This design comes from an exercise in tuning for small area on the open sky130 flow, not from production work. RTL that was checked went through simulation tests only; none was proved equivalent to the original.

## the previous run
==> flow/design.v <==
module mtx_arb #(
    parameter int N = 32
) (
    input wire clk,
    input wire rstn,
    input wire upd,
    input  wire [N-1:0] req,
    output wire [N-1:0] gnt
);
    localparam int W  = 5;    
    localparam int S  = 8;    
    localparam int G  = 4;    
    reg  [W-1:0] rank [N];
    reg  [S-1:0] bhd  [N];    
    wire [N-1:0] gw;          
    wire [G-1:0] gany;        
    wire [W-1:0] wr [G];      
    wire [G-1:0] cand [W+1];
    wire [W-1:0] gr;          
    wire [N-1:0] mv;
    genvar k, b, g;
    generate
        for (k = 0; k < N; ++k) begin : gen_gw
            localparam int KG = k / S;
            localparam int KS = k % S;
            wire [S-1:0] ahd;
            for (b = 0; b < S; ++b) begin : gen_a
                if (b > KS) begin : g_hi
                    assign ahd[b] = bhd[k][b];
                end else if (b < KS) begin : g_lo
                    assign ahd[b] = ~bhd[KG*S+b][KS];
                end else begin : g_dg
                    assign ahd[b] = 1'b0;
                end
            end
            assign gw[k] = req[k] & ~(|(req[KG*S +: S] & ahd));
        end
        for (g = 0; g < G; ++g) begin : gen_grp
            assign gany[g] = |req[g*S +: S];
            for (b = 0; b < W; ++b) begin : gen_wr
                wire [S-1:0] t;
                for (k = 0; k < S; ++k) begin : gen_t
                    assign t[k] = gw[g*S+k] & rank[g*S+k][b];
                end
                assign wr[g][b] = |t;
            end
        end
        assign cand[W] = gany;
        for (b = W - 1; b >= 0; --b) begin : gen_elim
            wire [G-1:0] z;
            for (g = 0; g < G; ++g) begin : gen_z
                assign z[g] = cand[b+1][g] & ~wr[g][b];
            end
            assign gr[b] = ~(|z);
            for (g = 0; g < G; ++g) begin : gen_c
                assign cand[b][g] = cand[b+1][g] & (~wr[g][b] | gr[b]);
            end
        end
        for (k = 0; k < N; ++k) begin : gen_gnt
            assign gnt[k] = gw[k] & cand[0][k/S];
            assign mv[k]  = upd & gnt[k];
        end
    endgenerate
    wire step = upd & (|req);
    generate
        for (k = 0; k < N; ++k) begin : gen_rank
            wire [W:0] cy;
            assign cy[0] = 1'b0;
            for (b = 0; b < W; ++b) begin : gen_cmp
                assign cy[b+1] = (rank[k][b] & ~gr[b]) | (rank[k][b] & cy[b]) | (~gr[b] & cy[b]);
            end
            wire dec = step & cy[W];
            wire [W:0] bw;
            wire [W-1:0] nxt;
            assign bw[0] = dec;
            for (b = 0; b < W; ++b) begin : gen_b
                assign bw[b+1] = bw[b] & ~rank[k][b];
                assign nxt[b] = mv[k] | (rank[k][b] ^ bw[b]);
            end
            always @(posedge clk or negedge rstn) begin
                if (~rstn) rank[k] <= W'(k);
                else rank[k] <= nxt;
            end
            for (b = k % S + 1; b < S; ++b) begin : gen_m
                always @(posedge clk or negedge rstn) begin
                    if (~rstn) bhd[k][b] <= 1'b0;
                    else bhd[k][b] <= mv[k] | (bhd[k][b] & ~mv[(k/S)*S+b]);
                end
            end
        end
    endgenerate
endmodule
==> flow/config.mk <==
export PLATFORM = sky130hd
export DESIGN_NAME = mtx_arb
export DESIGN_NICKNAME = mtx_arb
export VERILOG_FILES = /design/flow/design.v
export SDC_FILE = /design/flow/constraint.sdc
export NUM_CORES = 4
export LEC_CHECK = 0
export CAP_MARGIN = 20
export CORE_MARGIN = 2
export CORE_UTILIZATION = 35
export SLEW_MARGIN = 20
==> flow/constraint.sdc <==
create_clock -name core_clock -period 6.0 [get_ports {clk}]
set_input_delay 1.2000 -clock core_clock [delete_from_list [all_inputs] [get_ports {clk}]]
set_output_delay 1.2000 -clock core_clock [all_outputs]
set_load 0.01 [all_outputs]
run.sh (not shown) runs the stock make flow with config.mk's settings and CLKGATE_MAP_FILE= SYNTH_SCRIPT=/design/flow/synth_recipe.tcl, a recipe that flattens the netlist after the stock synthesis.
Layout checks on the previous run: not met. Flow itself completed; violations: negative setup slack.
--- input diff the previous run..the current run ---
==> flow/design.v <==
module mtx_arb #(
    parameter int N = 32
) (
    input wire clk,
    input wire rstn,
    input wire upd,
    input  wire [N-1:0] req,
    output wire [N-1:0] gnt
);
    localparam int W  = 5;    
    localparam int S  = 8;    
    localparam int G  = 4;    
    reg  [W-1:0] rank [N];
    reg  [S-1:0] bhd  [N];    
    wire [N-1:0] gw;          
    wire [G-1:0] gany;        
    wire [W-1:0] wr [G];      
    wire [G-1:0] gwin;        
    wire [W-1:0] gr;          
    wire [N-1:0] mv;
    genvar k, b, g, h;
    generate
        for (k = 0; k < N; ++k) begin : gen_gw
            localparam int KG = k / S;
            localparam int KS = k % S;
            wire [S-1:0] ahd;
            for (b = 0; b < S; ++b) begin : gen_a
                if (b > KS) begin : g_hi
                    assign ahd[b] = bhd[k][b];
                end else if (b < KS) begin : g_lo
                    assign ahd[b] = ~bhd[KG*S+b][KS];
                end else begin : g_dg
                    assign ahd[b] = 1'b0;
                end
            end
            assign gw[k] = req[k] & ~(|(req[KG*S +: S] & ahd));
        end
        for (g = 0; g < G; ++g) begin : gen_grp
            assign gany[g] = |req[g*S +: S];
            for (b = 0; b < W; ++b) begin : gen_wr
                wire [S-1:0] t;
                for (k = 0; k < S; ++k) begin : gen_t
                    assign t[k] = gw[g*S+k] & rank[g*S+k][b];
                end
                assign wr[g][b] = |t;
            end
        end
        for (g = 0; g < G; ++g) begin : gen_win
            wire [G-1:0] beats;
            for (h = 0; h < G; ++h) begin : gen_h
                if (h == g) begin : g_same
                    assign beats[h] = gany[g];
                end else begin : g_other
                    wire [W:0] cy;
                    assign cy[0] = 1'b0;
                    for (b = 0; b < W; ++b) begin : gen_cmp
                        assign cy[b+1] = (wr[h][b] & ~wr[g][b]) | (wr[h][b] & cy[b]) | (~wr[g][b] & cy[b]);
                    end
                    assign beats[h] = ~gany[h] | cy[W];
                end
            end
            assign gwin[g] = &beats;
        end
        for (b = 0; b < W; ++b) begin : gen_gr
            wire [G-1:0] t;
            for (g = 0; g < G; ++g) begin : gen_t
                assign t[g] = gwin[g] & wr[g][b];
            end
            assign gr[b] = |t;
        end
        for (k = 0; k < N; ++k) begin : gen_gnt
            assign gnt[k] = gw[k] & gwin[k/S];
            assign mv[k]  = upd & gnt[k];
        end
    endgenerate
    wire step = upd & (|req);
    generate
        for (k = 0; k < N; ++k) begin : gen_rank
            wire [W:0] cy;
            assign cy[0] = 1'b0;
            for (b = 0; b < W; ++b) begin : gen_cmp
                assign cy[b+1] = (rank[k][b] & ~gr[b]) | (rank[k][b] & cy[b]) | (~gr[b] & cy[b]);
            end
            wire dec = step & cy[W];
            wire [W:0] bw;
            wire [W-1:0] nxt;
            assign bw[0] = dec;
            for (b = 0; b < W; ++b) begin : gen_b
                assign bw[b+1] = bw[b] & ~rank[k][b];
                assign nxt[b] = mv[k] | (rank[k][b] ^ bw[b]);
            end
            always @(posedge clk or negedge rstn) begin
                if (~rstn) rank[k] <= W'(k);
                else rank[k] <= nxt;
            end
            for (b = k % S + 1; b < S; ++b) begin : gen_m
                always @(posedge clk or negedge rstn) begin
                    if (~rstn) bhd[k][b] <= 1'b0;
                    else bhd[k][b] <= mv[k] | (bhd[k][b] & ~mv[(k/S)*S+b]);
                end
            end
        end
    endgenerate
endmodule
### Flow results
- For the current run, the slowest library cell on the worst path was sky130_fd_sc_hd__clkdlybuf4s50_1, unlike the previous run, where it was sky130_fd_sc_hd__or2_4.
- The current run vs the previous run — worst-case setup margin in the final layout rose 930 ps.
- Note that the maximum number of pins on one net before global-route repair recorded for the current run amounts to 0.889 times the value seen in the previous run.
- Relative to the previous run, area of all placed cells without fillers has increased by 680 um2 in the current run.
- Of the two values seen for combinational family with the most area after synthesis, compound AO/OA/AOI/OAI gates was produced by the previous run and simple AND/OR/NAND/NOR gates by the current run.
- The current run | status: complete | timing, DRC, antenna: pass
- Compared with the previous run, the current run shows delay of the slowest critical-path stage higher by 240 ps.
- Compared with the previous run, the current run shows a higher aggregate routed wire length.
- Capture point of the worst path: gnt[4] -> the previous run, gnt[19] -> the current run
- Between the previous run and the current run, the first-pass GRT wire length is higher for the current run.
- From the previous run to the current run the numbers moved as follows: proportion of synthesized chip area in sequential cells went down, post-synthesis share of cell area spent on xor and xnor gates did not really move.
The RTL of the previous run was laid out without a check of its function.

-- static timing again, ports no longer ideal --
The results above use ideal ports. As a check the final layouts listed here were re-extracted and re-timed, cells and wires unchanged.
Step 1 sets driving cells, clkbuf_16 on the clock port and buf_2 on the other inputs (assumed; they add their load-dependent delay and slew).
Step 2 also shifts input and output timing later by t, the mid clock arrival at the registers, as if the neighbouring blocks saw the same clock.
Slacks: no drivers / after step 1 / after step 2; pairs: no drivers / after step 1.
| run | t, ns | setup slack, ns | latest minus earliest clock arrival (ns) |
|---|---|---|---|
| the previous run | 0.606 | -0.768 / -0.791 / -0.791 | 0.026 / 0.026 |
| the current run | 0.635 | 0.160 / 0.136 / -0.384 | 0.023 / 0.024 |
With both steps, setup timing fails in the current run, where it was met with ideal ports. For the current run, which loses most, drivers alone change the setup slack by -0.024 ns; drivers and shift together by -0.544 ns.
